From an optimization exercise on the open Yosys and OpenROAD flow, aimed at a short achievable clock period and few clock cycles; shortcuts taken in it are not production practice.
Function was checked by simulation only, so behaviour that the tests miss may differ from the original.

the reference run:
==> flow/design.v <==
module CPU (
  input  wire        clk,
  input  wire        rst_n,    
  output wire [31:0] imem_addr,
  input  wire [31:0] imem_rdata,
  output wire [31:0] dmem_addr,
  output wire [31:0] dmem_wdata,
  output wire        dmem_we,
  input  wire [31:0] dmem_rdata
);
localparam [6:0] OP_LD = 7'b0000011, OP_ST = 7'b0100011, OP_BR = 7'b1100011;
reg  [31:0] pc_f;
reg         v_d;
reg  [31:0] ir_d;
reg  [31:0] pc_d;
reg  [31:0] s1_d, s2_d;                
reg         v_e;
reg  [31:0] a_e, b_e, imm_e, tgt_e;
reg  [4:0]  rd_e;
reg         ld_e, st_e, br_e, wr_e;    
reg  [1:0]  op_e;                      
reg         wfwd_e;                    
reg  [31:0] addr_m, wdata_m, res_m;
reg         we_m, ld_m, wr_m;
reg  [4:0]  rd_m;
reg  [31:0] val_w;
reg         wr_w;
reg  [4:0]  rd_w;
reg  [31:0] rf [0:31];
assign imem_addr  = pc_f;
assign dmem_addr  = addr_m;
assign dmem_wdata = wdata_m;
assign dmem_we    = we_m;
wire [6:0]  opc_d  = ir_d[6:0];
wire [4:0]  rs1_d  = ir_d[19:15];
wire [4:0]  rs2_d  = ir_d[24:20];
wire [4:0]  rd_d   = ir_d[11:7];
wire        isld_d = opc_d == OP_LD;
wire        isst_d = opc_d == OP_ST;
wire        isbr_d = opc_d == OP_BR;
wire        isal_d = !isld_d && !isst_d && !isbr_d;
wire        same_d = rs1_d == rs2_d;
wire        jmp_d  = v_d && isbr_d && same_d;       
wire        cbr_d  = isbr_d && !same_d;             
wire [31:0] boff_d = {{20{ir_d[31]}}, ir_d[7], ir_d[30:25], ir_d[11:8], 1'b0};
wire [31:0] tgt_d  = pc_d + boff_d;
wire [31:0] imm_d  = isst_d ? {{20{ir_d[31]}}, ir_d[31:25], ir_d[11:7]}
                            : {{20{ir_d[31]}}, ir_d[31:20]};
wire [3:0]  f_d    = {ir_d[30], ir_d[14:12]};
wire [1:0]  aop_d  = (f_d == 4'b1000) ? 2'd1 :
                     (f_d == 4'b0111) ? 2'd2 :
                     (f_d == 4'b0110) ? 2'd3 : 2'd0;
wire        use1_d = !(isbr_d && same_d);
wire        use2_d = isal_d || cbr_d;
wire [31:0] sum_e = a_e + b_e;
wire [31:0] dif_e = a_e - b_e;
reg  [31:0] alu_e;
always @(*)
  case (op_e)
    2'd0: alu_e = sum_e;
    2'd1: alu_e = dif_e;
    2'd2: alu_e = a_e & b_e;
    default: alu_e = a_e | b_e;
  endcase
wire        fe1 = v_e && wr_e && rd_e == rs1_d;
wire        fe2 = v_e && wr_e && rd_e == rs2_d;
wire        le1 = v_e && ld_e && rd_e == rs1_d;
wire        le2 = v_e && ld_e && rd_e == rs2_d;
wire [31:0] val_m = ld_m ? dmem_rdata : res_m;
wire        fm1 = wr_m && rd_m == rs1_d;
wire        fm2 = wr_m && rd_m == rs2_d;
wire        fw1 = wr_w && rd_w == rs1_d;
wire        fw2 = wr_w && rd_w == rs2_d;
reg  [31:0] r1_d, r2_d;
integer k;
always @(*) begin
  r1_d = 32'd0;
  r2_d = 32'd0;
  for (k = 0; k < 32; k = k + 1) begin
    r1_d = r1_d | (rf[k] & {32{s1_d[k]}});
    r2_d = r2_d | (rf[k] & {32{s2_d[k]}});
  end
end
wire [31:0] op1_d = fe1 ? alu_e : fm1 ? val_m : fw1 ? val_w : r1_d;
wire [31:0] op2_d = fe2 ? alu_e : fm2 ? val_m : fw2 ? val_w : r2_d;
wire stall = v_d && ((use1_d && le1) || (use2_d && le2));
wire [31:0] addr_e  = a_e + imm_e;
wire        redir_e = v_e && br_e && (a_e == b_e);
wire        redir_d = jmp_d && !redir_e;
always @(posedge clk, posedge rst_n)
  if (rst_n) begin
    pc_f <= 32'd0;
    v_d  <= 1'b0;
    v_e  <= 1'b0;
    we_m <= 1'b0;
    wr_m <= 1'b0;
    wr_w <= 1'b0;
  end else begin
    if (redir_e)      pc_f <= tgt_e;
    else if (redir_d) pc_f <= tgt_d;
    else if (!stall)  pc_f <= pc_f + 32'd4;
    if (redir_e || redir_d) v_d <= 1'b0;
    else if (!stall)        v_d <= 1'b1;
    v_e  <= v_d && !stall && !redir_e && !jmp_d;
    we_m <= v_e && st_e;
    wr_m <= v_e && (wr_e || ld_e);
    wr_w <= wr_m;
  end
always @(posedge clk) begin
  if (!stall) begin
    ir_d <= imem_rdata;
    pc_d <= pc_f;
    s1_d <= 32'd1 << imem_rdata[19:15];
    s2_d <= 32'd1 << imem_rdata[24:20];
  end
  a_e    <= op1_d;
  b_e    <= op2_d;
  imm_e  <= imm_d;
  tgt_e  <= tgt_d;
  rd_e   <= rd_d;
  ld_e   <= isld_d;
  st_e   <= isst_d;
  br_e   <= cbr_d;
  wr_e   <= isal_d;
  op_e   <= aop_d;
  wfwd_e <= isst_d && le2 && !(use1_d && le1);
  addr_m  <= addr_e;
  wdata_m <= wfwd_e ? dmem_rdata : b_e;
  res_m   <= alu_e;
  ld_m    <= ld_e;
  rd_m    <= rd_e;
  val_w   <= val_m;
  rd_w    <= rd_m;
end
integer i;
always @(posedge clk, posedge rst_n)
  if (rst_n) begin
    for (i = 0; i < 32; i = i + 1)
      rf[i] <= i;
  end else if (wr_w)
    rf[rd_w] <= val_w;
endmodule
==> flow/config.mk <==
export PLATFORM = sky130hd
export DESIGN_NAME = CPU
export DESIGN_NICKNAME = CPU
export VERILOG_FILES = /design/flow/design.v
export SDC_FILE = /design/flow/constraint.sdc
export NUM_CORES = 4
export LEC_CHECK = 0
export CAP_MARGIN = 20
export CORE_AREA = 5 5 415 415
export DIE_AREA = 0 0 420 420
export GPL_TIMING_DRIVEN = 1
export PLACE_DENSITY = 0.6
export SLEW_MARGIN = 20
==> flow/constraint.sdc <==
create_clock -name core_clock -period 12.0 [get_ports {clk}]
set_input_delay 2.4000 -clock core_clock [delete_from_list [all_inputs] [get_ports {clk}]]
set_output_delay 2.4000 -clock core_clock [all_outputs]
set_load 0.01 [all_outputs]
standard.sh (not shown) runs the stock make flow with config.mk's settings and CLKGATE_MAP_FILE= SYNTH_SCRIPT=/design/flow/synth_recipe.tcl, a recipe that flattens the netlist after the stock synthesis.
==> flow/flow/run.sh <==
#!/bin/bash
set -euo pipefail
cd "$(dirname "$0")/.."
bash standard.sh SETUP_SLACK_MARGIN=8.3 finish > flow_make.log 2>&1
The reference run ended with every stage complete and zero timing, DRC or antenna violations.
Testbench counts of the reference run, summed over its fixed seeds: cycles 33,871.
Modified inputs, the trial run compared to the reference run
--- a/flow/design.v
+++ b/flow/design.v
@@ -12,9 +12,8 @@
 reg  [31:0] pc_f;
 reg         v_d;
 reg  [31:0] ir_d;
 reg  [31:0] pc_d;
-reg  [31:0] s1_d, s2_d;                
 reg         v_e;
 reg  [31:0] a_e, b_e, imm_e, tgt_e;
 reg  [4:0]  rd_e;
 reg         ld_e, st_e, br_e, wr_e;    
@@ -70,20 +69,10 @@
 wire        fm1 = wr_m && rd_m == rs1_d;
 wire        fm2 = wr_m && rd_m == rs2_d;
 wire        fw1 = wr_w && rd_w == rs1_d;
 wire        fw2 = wr_w && rd_w == rs2_d;
-reg  [31:0] r1_d, r2_d;
-integer k;
-always @(*) begin
-  r1_d = 32'd0;
-  r2_d = 32'd0;
-  for (k = 0; k < 32; k = k + 1) begin
-    r1_d = r1_d | (rf[k] & {32{s1_d[k]}});
-    r2_d = r2_d | (rf[k] & {32{s2_d[k]}});
-  end
-end
-wire [31:0] op1_d = fe1 ? alu_e : fm1 ? val_m : fw1 ? val_w : r1_d;
-wire [31:0] op2_d = fe2 ? alu_e : fm2 ? val_m : fw2 ? val_w : r2_d;
+wire [31:0] op1_d = fe1 ? alu_e : fm1 ? val_m : fw1 ? val_w : rf[rs1_d];
+wire [31:0] op2_d = fe2 ? alu_e : fm2 ? val_m : fw2 ? val_w : rf[rs2_d];
 wire stall = v_d && ((use1_d && le1) || (use2_d && le2));
 wire [31:0] addr_e  = a_e + imm_e;
 wire        redir_e = v_e && br_e && (a_e == b_e);
 wire        redir_d = jmp_d && !redir_e;
@@ -109,10 +98,8 @@
 always @(posedge clk) begin
   if (!stall) begin
     ir_d <= imem_rdata;
     pc_d <= pc_f;
-    s1_d <= 32'd1 << imem_rdata[19:15];
-    s2_d <= 32'd1 << imem_rdata[24:20];
   end
   a_e    <= op1_d;
   b_e    <= op2_d;
   imm_e  <= imm_d;
The trial run against the reference run: area of all placed cells without fillers increased 0.60%, utilization after layout increased 0.29 points, sequential share of the synthesized area decreased 2.5 points. The final layouts of the reference run and the trial run pass the timing, DRC and antenna checks. Cell type taking the most area: sequential cells -> the reference run, multi-input gates -> the trial run. Number of instances resized during post-cts repair is lower on the reference run. NOTE: final clock period utilization by the worst path in the trial run exceeds that of the reference run. The trial run vs the reference run — routability congestion estimate from global placement climbed by a few percent. Half-perimeter wire length after detailed placement went up by a little under 10% going from the reference run to the trial run. The trial run ended up with a higher relative area change from synthesis to final layout than the reference run did. The trial run: number of fill cells is 170 higher than what the reference run reported. As of the trial run, sequential cell area had fallen by a few percent compared to the reference run.
Testbench counts of the trial run, summed over its fixed seeds: cycles 33,871.

-- re-timing with driven ports --
In the flow no input, the clock included, has a driving cell. The finished layouts below were timed again as built, in two steps. Step 1 sets driving cells, clkbuf_16 on the clock port and buf_2 on the other inputs (assumed; they add their load-dependent delay and slew). Step 2 times the ports against the registers' clock, not the clock port: input delays grow and output delays shrink by t, the midpoint of the rising clock arrivals with the driver on. Slacks: no drivers / after step 1 / after step 2; pairs: no drivers / after step 1.
| run | t, ns | setup slack, ns | worst hold slack (ns) | clock arrival spread, ns | worst data-port slew with drivers (ns) |
|---|---|---|---|---|---|
| the reference run | 0.875 | 8.200 / 8.137 / 7.563 | 0.373 / 0.373 / 0.373 | 0.026 / 0.026 | 0.11 |
| the trial run | 0.912 | 8.146 / 8.113 / 7.630 | 0.366 / 0.366 / 0.366 | 0.047 / 0.046 | 0.04 |
After both steps setup and hold are still met in every run listed. The setup slack of the reference run, which loses most, moves by -0.063 ns with the drivers and by -0.637 ns with both steps. Setup slack includes reset recovery checks.
